This design comes from an exercise in tuning for small area, a short achievable clock period and few clock cycles per item on the open sky130 flow, not from production work. No functional check of the RTL was part of this run. Power figures rest on the tool's default switching activity, not on a simulated workload.

==> flow/design.v <==
module simple_datapath #(
    parameter BIT_WIDTH = 16
)(
    input wire [BIT_WIDTH-1:0] a,
    input wire [BIT_WIDTH-1:0] b,
    output wire [BIT_WIDTH-1:0] p
);
    wire one0 = b[0] ^ 1'b0;
    wire two0 = (b[1] & ~b[0] & ~1'b0) | (~b[1] & b[0] & 1'b0);
    wire neg0 = b[1];
    wire w1 = ((one0 & a[0]) | (two0 & 1'b0)) ^ neg0;
    wire w2 = ((one0 & a[1]) | (two0 & a[0])) ^ neg0;
    wire w3 = ((one0 & a[2]) | (two0 & a[1])) ^ neg0;
    wire w4 = ((one0 & a[3]) | (two0 & a[2])) ^ neg0;
    wire w5 = ((one0 & a[4]) | (two0 & a[3])) ^ neg0;
    wire w6 = ((one0 & a[5]) | (two0 & a[4])) ^ neg0;
    wire w7 = ((one0 & a[6]) | (two0 & a[5])) ^ neg0;
    wire w8 = ((one0 & a[7]) | (two0 & a[6])) ^ neg0;
    wire w9 = ((one0 & a[8]) | (two0 & a[7])) ^ neg0;
    wire w10 = ((one0 & a[9]) | (two0 & a[8])) ^ neg0;
    wire w11 = ((one0 & a[10]) | (two0 & a[9])) ^ neg0;
    wire w12 = ((one0 & a[11]) | (two0 & a[10])) ^ neg0;
    wire w13 = ((one0 & a[12]) | (two0 & a[11])) ^ neg0;
    wire w14 = ((one0 & a[13]) | (two0 & a[12])) ^ neg0;
    wire w15 = ((one0 & a[14]) | (two0 & a[13])) ^ neg0;
    wire w16 = ((one0 & a[15]) | (two0 & a[14])) ^ neg0;
    wire one1 = b[2] ^ b[1];
    wire two1 = (b[3] & ~b[2] & ~b[1]) | (~b[3] & b[2] & b[1]);
    wire neg1 = b[3];
    wire w17 = ((one1 & a[0]) | (two1 & 1'b0)) ^ neg1;
    wire w18 = ((one1 & a[1]) | (two1 & a[0])) ^ neg1;
    wire w19 = ((one1 & a[2]) | (two1 & a[1])) ^ neg1;
    wire w20 = ((one1 & a[3]) | (two1 & a[2])) ^ neg1;
    wire w21 = ((one1 & a[4]) | (two1 & a[3])) ^ neg1;
    wire w22 = ((one1 & a[5]) | (two1 & a[4])) ^ neg1;
    wire w23 = ((one1 & a[6]) | (two1 & a[5])) ^ neg1;
    wire w24 = ((one1 & a[7]) | (two1 & a[6])) ^ neg1;
    wire w25 = ((one1 & a[8]) | (two1 & a[7])) ^ neg1;
    wire w26 = ((one1 & a[9]) | (two1 & a[8])) ^ neg1;
    wire w27 = ((one1 & a[10]) | (two1 & a[9])) ^ neg1;
    wire w28 = ((one1 & a[11]) | (two1 & a[10])) ^ neg1;
    wire w29 = ((one1 & a[12]) | (two1 & a[11])) ^ neg1;
    wire w30 = ((one1 & a[13]) | (two1 & a[12])) ^ neg1;
    wire one2 = b[4] ^ b[3];
    wire two2 = (b[5] & ~b[4] & ~b[3]) | (~b[5] & b[4] & b[3]);
    wire neg2 = b[5];
    wire w31 = ((one2 & a[0]) | (two2 & 1'b0)) ^ neg2;
    wire w32 = ((one2 & a[1]) | (two2 & a[0])) ^ neg2;
    wire w33 = ((one2 & a[2]) | (two2 & a[1])) ^ neg2;
    wire w34 = ((one2 & a[3]) | (two2 & a[2])) ^ neg2;
    wire w35 = ((one2 & a[4]) | (two2 & a[3])) ^ neg2;
    wire w36 = ((one2 & a[5]) | (two2 & a[4])) ^ neg2;
    wire w37 = ((one2 & a[6]) | (two2 & a[5])) ^ neg2;
    wire w38 = ((one2 & a[7]) | (two2 & a[6])) ^ neg2;
    wire w39 = ((one2 & a[8]) | (two2 & a[7])) ^ neg2;
    wire w40 = ((one2 & a[9]) | (two2 & a[8])) ^ neg2;
    wire w41 = ((one2 & a[10]) | (two2 & a[9])) ^ neg2;
    wire w42 = ((one2 & a[11]) | (two2 & a[10])) ^ neg2;
    wire one3 = b[6] ^ b[5];
    wire two3 = (b[7] & ~b[6] & ~b[5]) | (~b[7] & b[6] & b[5]);
    wire neg3 = b[7];
    wire w43 = ((one3 & a[0]) | (two3 & 1'b0)) ^ neg3;
    wire w44 = ((one3 & a[1]) | (two3 & a[0])) ^ neg3;
    wire w45 = ((one3 & a[2]) | (two3 & a[1])) ^ neg3;
    wire w46 = ((one3 & a[3]) | (two3 & a[2])) ^ neg3;
    wire w47 = ((one3 & a[4]) | (two3 & a[3])) ^ neg3;
    wire w48 = ((one3 & a[5]) | (two3 & a[4])) ^ neg3;
    wire w49 = ((one3 & a[6]) | (two3 & a[5])) ^ neg3;
    wire w50 = ((one3 & a[7]) | (two3 & a[6])) ^ neg3;
    wire w51 = ((one3 & a[8]) | (two3 & a[7])) ^ neg3;
    wire w52 = ((one3 & a[9]) | (two3 & a[8])) ^ neg3;
    wire one4 = b[8] ^ b[7];
    wire two4 = (b[9] & ~b[8] & ~b[7]) | (~b[9] & b[8] & b[7]);
    wire neg4 = b[9];
    wire w53 = ((one4 & a[0]) | (two4 & 1'b0)) ^ neg4;
    wire w54 = ((one4 & a[1]) | (two4 & a[0])) ^ neg4;
    wire w55 = ((one4 & a[2]) | (two4 & a[1])) ^ neg4;
    wire w56 = ((one4 & a[3]) | (two4 & a[2])) ^ neg4;
    wire w57 = ((one4 & a[4]) | (two4 & a[3])) ^ neg4;
    wire w58 = ((one4 & a[5]) | (two4 & a[4])) ^ neg4;
    wire w59 = ((one4 & a[6]) | (two4 & a[5])) ^ neg4;
    wire w60 = ((one4 & a[7]) | (two4 & a[6])) ^ neg4;
    wire one5 = b[10] ^ b[9];
    wire two5 = (b[11] & ~b[10] & ~b[9]) | (~b[11] & b[10] & b[9]);
    wire neg5 = b[11];
    wire w61 = ((one5 & a[0]) | (two5 & 1'b0)) ^ neg5;
    wire w62 = ((one5 & a[1]) | (two5 & a[0])) ^ neg5;
    wire w63 = ((one5 & a[2]) | (two5 & a[1])) ^ neg5;
    wire w64 = ((one5 & a[3]) | (two5 & a[2])) ^ neg5;
    wire w65 = ((one5 & a[4]) | (two5 & a[3])) ^ neg5;
    wire w66 = ((one5 & a[5]) | (two5 & a[4])) ^ neg5;
    wire one6 = b[12] ^ b[11];
    wire two6 = (b[13] & ~b[12] & ~b[11]) | (~b[13] & b[12] & b[11]);
    wire neg6 = b[13];
    wire w67 = ((one6 & a[0]) | (two6 & 1'b0)) ^ neg6;
    wire w68 = ((one6 & a[1]) | (two6 & a[0])) ^ neg6;
    wire w69 = ((one6 & a[2]) | (two6 & a[1])) ^ neg6;
    wire w70 = ((one6 & a[3]) | (two6 & a[2])) ^ neg6;
    wire one7 = b[14] ^ b[13];
    wire two7 = (b[15] & ~b[14] & ~b[13]) | (~b[15] & b[14] & b[13]);
    wire neg7 = b[15];
    wire w71 = ((one7 & a[0]) | (two7 & 1'b0)) ^ neg7;
    wire w72 = ((one7 & a[1]) | (two7 & a[0])) ^ neg7;
    wire w73, w74;
    mul_ha u1 (.x(neg1), .y(w17), .s(w73), .c(w74));
    wire w75, w76;
    mul_ha u2 (.x(w18), .y(w4), .s(w75), .c(w76));
    wire w77, w78;
    mul_fa u3 (.x(neg2), .y(w19), .z(w31), .s(w77), .c(w78));
    wire w79, w80;
    mul_ha u4 (.x(w5), .y(w76), .s(w79), .c(w80));
    wire w81, w82;
    mul_fa u5 (.x(w20), .y(w32), .z(w6), .s(w81), .c(w82));
    wire w83, w84;
    mul_ha u6 (.x(w78), .y(w80), .s(w83), .c(w84));
    wire w85, w86;
    mul_fa u7 (.x(neg3), .y(w21), .z(w33), .s(w85), .c(w86));
    wire w87, w88;
    mul_fa u8 (.x(w43), .y(w7), .z(w82), .s(w87), .c(w88));
    wire w89, w90;
    mul_ha u9 (.x(w85), .y(w84), .s(w89), .c(w90));
    wire w91, w92;
    mul_fa u10 (.x(w22), .y(w34), .z(w44), .s(w91), .c(w92));
    wire w93, w94;
    mul_fa u11 (.x(w8), .y(w86), .z(w91), .s(w93), .c(w94));
    wire w95, w96;
    mul_ha u12 (.x(w88), .y(w90), .s(w95), .c(w96));
    wire w97, w98;
    mul_fa u13 (.x(neg4), .y(w23), .z(w35), .s(w97), .c(w98));
    wire w99, w100;
    mul_fa u14 (.x(w45), .y(w53), .z(w9), .s(w99), .c(w100));
    wire w101, w102;
    mul_fa u15 (.x(w92), .y(w97), .z(w99), .s(w101), .c(w102));
    wire w103, w104;
    mul_ha u16 (.x(w94), .y(w101), .s(w103), .c(w104));
    wire w105, w106;
    mul_fa u17 (.x(w10), .y(w24), .z(w36), .s(w105), .c(w106));
    wire w107, w108;
    mul_fa u18 (.x(w46), .y(w54), .z(w100), .s(w107), .c(w108));
    wire w109, w110;
    mul_fa u19 (.x(w98), .y(w105), .z(w102), .s(w109), .c(w110));
    wire w111, w112;
    mul_ha u20 (.x(w107), .y(w104), .s(w111), .c(w112));
    wire w113, w114;
    mul_fa u21 (.x(neg5), .y(w11), .z(w25), .s(w113), .c(w114));
    wire w115, w116;
    mul_fa u22 (.x(w37), .y(w47), .z(w55), .s(w115), .c(w116));
    wire w117, w118;
    mul_fa u23 (.x(w61), .y(w106), .z(w113), .s(w117), .c(w118));
    wire w119, w120;
    mul_fa u24 (.x(w115), .y(w108), .z(w117), .s(w119), .c(w120));
    wire w121, w122;
    mul_ha u25 (.x(w110), .y(w112), .s(w121), .c(w122));
    wire w123, w124;
    mul_fa u26 (.x(w12), .y(w26), .z(w38), .s(w123), .c(w124));
    wire w125, w126;
    mul_fa u27 (.x(w48), .y(w56), .z(w62), .s(w125), .c(w126));
    wire w127, w128;
    mul_fa u28 (.x(w114), .y(w116), .z(w123), .s(w127), .c(w128));
    wire w129, w130;
    mul_fa u29 (.x(w125), .y(w118), .z(w127), .s(w129), .c(w130));
    wire w131, w132;
    mul_ha u30 (.x(w120), .y(w129), .s(w131), .c(w132));
    wire w133, w134;
    mul_fa u31 (.x(neg6), .y(w13), .z(w27), .s(w133), .c(w134));
    wire w135, w136;
    mul_fa u32 (.x(w39), .y(w49), .z(w57), .s(w135), .c(w136));
    wire w137, w138;
    mul_fa u33 (.x(w63), .y(w67), .z(w124), .s(w137), .c(w138));
    wire w139, w140;
    mul_fa u34 (.x(w126), .y(w133), .z(w135), .s(w139), .c(w140));
    wire w141, w142;
    mul_fa u35 (.x(w128), .y(w137), .z(w139), .s(w141), .c(w142));
    wire w143, w144;
    mul_ha u36 (.x(w130), .y(w141), .s(w143), .c(w144));
    wire w145, w146;
    mul_fa u37 (.x(w14), .y(w28), .z(w40), .s(w145), .c(w146));
    wire w147, w148;
    mul_fa u38 (.x(w50), .y(w58), .z(w64), .s(w147), .c(w148));
    wire w149, w150;
    mul_fa u39 (.x(w68), .y(w134), .z(w136), .s(w149), .c(w150));
    wire w151, w152;
    mul_fa u40 (.x(w145), .y(w147), .z(w138), .s(w151), .c(w152));
    wire w153, w154;
    mul_fa u41 (.x(w140), .y(w149), .z(w151), .s(w153), .c(w154));
    wire w155, w156;
    mul_ha u42 (.x(w142), .y(w144), .s(w155), .c(w156));
    wire w157, w158;
    mul_fa u43 (.x(neg7), .y(w15), .z(w29), .s(w157), .c(w158));
    wire w159, w160;
    mul_fa u44 (.x(w41), .y(w51), .z(w59), .s(w159), .c(w160));
    wire w161, w162;
    mul_fa u45 (.x(w65), .y(w69), .z(w71), .s(w161), .c(w162));
    wire w163, w164;
    mul_fa u46 (.x(w146), .y(w148), .z(w157), .s(w163), .c(w164));
    wire w165, w166;
    mul_fa u47 (.x(w159), .y(w161), .z(w150), .s(w165), .c(w166));
    wire w167, w168;
    mul_fa u48 (.x(w163), .y(w152), .z(w165), .s(w167), .c(w168));
    wire w169, w170;
    mul_ha u49 (.x(w154), .y(w167), .s(w169), .c(w170));
    wire w171 = w16 ^ w30;
    wire w172 = w42 ^ w52;
    wire w173 = w60 ^ w66;
    wire w174 = w70 ^ w72;
    wire w175 = w171 ^ w172;
    wire w176 = w173 ^ w174;
    wire w177 = w158 ^ w160;
    wire w178 = w162 ^ w175;
    wire w179 = w176 ^ w177;
    wire w180 = w178 ^ w179;
    wire w181 = w164 ^ w180;
    wire w182 = w181 ^ w166;
    wire w183 = w182 ^ w168;
    wire w184 = w183 ^ w170;
    wire [BIT_WIDTH-1:0] ra = {w184, w156, w153, w132, w122, w119, w109, w96, w93, w87, w81, w77, w74, w3, w2, w1};
    wire [BIT_WIDTH-1:0] rb = {1'b0, w169, w155, w143, w131, w121, w111, w103, w95, w89, w83, w79, w75, w73, 1'b0, neg0};
    assign p = ra + rb;
endmodule
module mul_fa (
    input wire x, y, z,
    output wire s, c
);
    assign s = x ^ y ^ z;
    assign c = (x & y) | (x & z) | (y & z);
endmodule
module mul_ha (
    input wire x, y,
    output wire s, c
);
    assign s = x ^ y;
    assign c = x & y;
endmodule
module mul_han (
    input wire x, y,
    output wire s, c
);
    assign s = ~(x ^ y);
    assign c = x | y;
endmodule
module simple_control (
    input wire clk,
    input wire rst_n,
    input wire start,
    output reg done
);
    always @(posedge clk or negedge rst_n) begin
        if (!rst_n)
            done <= 1'b0;
        else if (start)
            done <= 1'b1;
    end
endmodule
module simple_cpu_top #(
    parameter BIT_WIDTH = 16,
    parameter PROGRAM_FILE = "program.mem"
)(
    input wire clk,
    input wire rst_n,
    input wire start,
    input wire [BIT_WIDTH-1:0] operand_a,
    input wire [BIT_WIDTH-1:0] operand_b,
    output wire [BIT_WIDTH-1:0] result,
    output wire done
);
    wire [BIT_WIDTH-1:0] product;
    simple_datapath #(.BIT_WIDTH(BIT_WIDTH)) datapath (
        .a(operand_a), .b(operand_b), .p(product)
    );
    simple_control control (
        .clk(clk), .rst_n(rst_n), .start(start), .done(done)
    );
    reg [BIT_WIDTH-1:0] result_r;
    always @(posedge clk)
        if (start) result_r <= product;
    assign result = result_r;
endmodule
==> flow/run.sh <==
#!/bin/bash
# synth_recipe.tcl (not shown) runs the flow's synth.tcl, then flattens the netlist and writes it again
# the make line also repeats each setting of config.mk as NAME=value (left out here)
make -C /OpenROAD-flow-scripts/flow DESIGN_CONFIG=/design/flow/config.mk WORK_HOME=/design/flow/orfs CLKGATE_MAP_FILE= SYNTH_SCRIPT=/design/flow/synth_recipe.tcl finish
==> flow/config.mk <==
export PLATFORM = sky130hd
export DESIGN_NAME = simple_cpu_top
export DESIGN_NICKNAME = simple_cpu_top
export VERILOG_FILES = /design/flow/design.v
export SDC_FILE = /design/flow/constraint.sdc
export NUM_CORES = 4
export LEC_CHECK = 0
export CAP_MARGIN = 20
export CORE_MARGIN = 2
export CORE_UTILIZATION = 40
export SLEW_MARGIN = 20
export SYNTH_HIERARCHICAL = 1
export SYNTH_MINIMUM_KEEP_SIZE = 0
==> flow/constraint.sdc <==
create_clock -name core_clock -period 5.0 [get_ports {clk}]
set_input_delay 1.0000 -clock core_clock [delete_from_list [all_inputs] [get_ports {clk}]]
set_output_delay 1.0000 -clock core_clock [all_outputs]
set_load 0.01 [all_outputs]
==> run summary <==
## through the flow
stage | TNS, ps | cells | area, um^2 | util (%) | setup WS (ps)
floorplan | 0 | 717 | 5453 | - | 5.523
detailed placement | -2443 | 1006 | 6952 | 54.64 | -653.3
finish | 0 | 1038 | 7689 | 60.43 | 51.22
global route | -114.2 | 1038 | 7689 | 60.43 | -84.78
CTS | -3.380 | 1025 | 7336 | 57.66 | -3.380
global placement | -2091 | 1006 | 6952 | 54.64 | -565.9
## Yosys stat by module (local to each module, per instance), excerpt
module / cells / copies in the design / flops+latches
mul_fa: 1 / 36 / 0
simple_control: 2 / 1 / 1
mul_ha: 1 / 13 / 0
simple_cpu_top: 16 / 1 / 16
## power by group
part	switching (mW)	total (mW)	internal (mW)	leakage, nW
combinational	1.29	2.82	1.53	2.99
sequential	0.0134	0.333	0.320	0.165
clock	0.0490	0.156	0.107	0.0409
## area by class of cell
class                      count  area [um^2]  share of cell area (%)
clock buffer                   3        75.07                  0.9764
clock inverter                 1        5.005                 0.06509
inverter                       5        18.77                  0.2441
multi-input combinational    613         4737                   61.61
sequential                    17        505.5                   6.574
tap                          172        215.2                   2.799
timing repair buffer         227         2132                   27.73
## critical path, cell delays in order
cell       delay [ps]
buf_2             130
bufbuf_16         270
buf_4             140
a21oi_2           130
o22ai_2            90
a21oi_2           150
fa_1              450
fa_2              570
ha_4              140
ha_4              130
ha_4              200
ha_4              240
and2_4            150
a221o_1           330
a21o_1            180
a21oi_2           190
o31ai_4           120
o31ai_4           230
xor2_1             90
## routing by layer
metal	up-vias	track usage [%]	wire length (um)
met3	35	1.834	761
met1	2694	31.36	7634
met4	0	6.399	494
li1	2820	-	-
met5	-	0	0
met2	185	38.69	8366
## cells by family (layout without fill, tap and decap cells)
group / after synthesis / after routing / synth area share [%]
xor+xnor: 49 / 49 / 8.746
mux: 2 / 2 / 0.4062
simple gates: 229 / 229 / 20.33
fa+ha+maj: 106 / 106 / 28.48
flops: 17 / 17 / 9.653
compound gates: 227 / 227 / 25.57
buf+inv: 87 / 236 / 6.810
## cell usage after synthesis, types with 3 or more instances
cell type / number
a21o_1: 6
a21oi_1: 67
a221oi_1: 4
a31oi_1: 8
and2_1: 3
buf_1: 22
buf_2: 11
clkbuf_1: 45
edfxtp_1: 16
fa_1: 36
ha_1: 28
inv_1: 5
maj3_1: 42
nand2_1: 116
nand2b_1: 27
nand3_1: 15
nand3b_1: 7
nor2_1: 31
nor2b_1: 20
o21ai_0: 72
o21ai_1: 3
o21bai_1: 3
o22ai_1: 40
o31ai_1: 9
xnor2_1: 30
xor2_1: 16
## sequential cells by signal (all words and copies together) (netlist names)
signal        count
control.done      1
result_r         16
## timing repair
action | CTS | global route
gates cloned | 3 | 5
setup endpoints to repair | 4 | 5
setup buffers | 12 | 9
gates resized for setup | 66 | 100
pin swaps | 26 | 49
## path summary, 6_finish.rpt
path / to / slack, ps / cells past startpoint
max: result_r[15] / 50 / 19
min: control.done / 490 / 1
max reg2reg: control.done / 4270 / 1
min reg2reg: control.done / 490 / 1
max in group asynchronous: control.done / 3990 / 1
min in group asynchronous: control.done / 900 / 1
==> metrics.cfg <==
[worst_hold_path]
min_from = control.done
hold_path_class = register to register

[timing]
skew_ps = 0
fmax_mhz = 202.1
setup_viol = 0
hold_ws_ps = 491.5
relSlewSlack_pct = 54.51
min_period_over_period_pct = 98.98
hold_viol_final = 0
rsz0062_at_grt = true
fin_crit_ps = 4949
final_max_slew_viol_count = 0
tightest_slew_ps = 680.3

[final_layout]
fill_cells = 1125
final_cell_mix = buf_4, nand2_1, o21ai_0
drive_above_1_share_pct = 33.14
antenna_cells = 0
fin_nets = 966
area_growth_pct = 46.83
mostFrequentLayoutCell = buf_4

[critical_path]
critPathLaunchType = primary input
worstPathRequired_ps = 4990
crit_path_max_fanout = 4
crit_start = operand_a[4]
crit_path_end_kind = register
arrival_ps = 4940
crit_type = primary input to register
timing.rr.start = control.done

[pwr]
ir_worst_vdd_mv = 0.4244
power_mw = 3.311
power.density_mw_per_mm2 = 430.7
p_leak_nw = 3.198

[clocking]
hold_buffers = 0
cts_max_level = 1
clk_latency_ps = 240
cts_root_buf = clkbuf_16
cts_tree = built
clockBufferDepth = 2
clkTransAtPathRegs_ps = 50
cts.sinks = 17
cts_buffers = 3

[global_routing]
grt_pass1_wl_um = 26480
grt-ovfl-total = 0
grt_pass1_vias = 5307
antenna_found_initial = 0
grt_max_degree = 21
grt.total_usage_pct = 22.90

[routing]
drt_iter0_drc = 479
wl_per_cell_um = 16.63
drt_wl_total_um = 17260
final_antenna_net_count = 0
viasPerCell = 5.524
dr.pass1.iters = 6
num_vias = 5734
drc = 0

[placed_design]
gp_congestion = 0.9143
portBuffers = 51
dp_hpwl_um = 12830

[logic_synthesis]
yosysTopAreaCellShare_pct = 13.76
yosysWarningCount = 8
syn_nets = 816
ys.flop_type = edfxtp_1
yosysTopAreaCell = fa_1
ys_seq_area_share_pct = 9.654
syn-cell-area_mm2 = 0.005236
async_flop_share_pct = 5.882
synthCells = 717
synth_area_leaders = fa_1, edfxtp_1, nand2_1, maj3_1, o21ai_0
ys_types = 56
synth_edf_count = 16
synth.avg_cell_area_um2 = 7.303
ys_seq_elements = 17

[floorplan]
initial_core_util_pct = 41.16
dieArea_mm2 = 0.01402
io_pins = 52
die_h_um = 118.4
dieWidth_um = 118.4
core.rowCount = 41
coreArea_mm2 = 0.01272

[run]
cap_viol_max_count = 0

[status]
status = finished clean

[port drivers added, routing unchanged]
How much do the figures lean on ideal ports? The routed layout below was timed once more, with nothing changed but the port constraints.
Step 1 sets driving cells, clkbuf_16 on the clock port and buf_2 on the other inputs (assumed; they add their load-dependent delay and slew).
Step 2, shift: input delay + t, output delay - t, t = (earliest + latest rising clock arrival at the registers) / 2. This alone moves slack from input paths to output paths.
Three values: no drivers, after step 1, after step 2; two values: the first two.
t, ns: 0.271
setup slack, ns: 0.051 / 0.051 / -0.220
worst hold slack (ns): 0.491 / 0.491 / 0.491
latest minus earliest clock arrival (ns): 0.001 / 0.002
pins driven straight from the clock port: 1
Met with ideal ports but missed after step 2: setup timing in this run. The setup slack of this run moves by 0.000 ns with the drivers and by -0.271 ns with both steps.
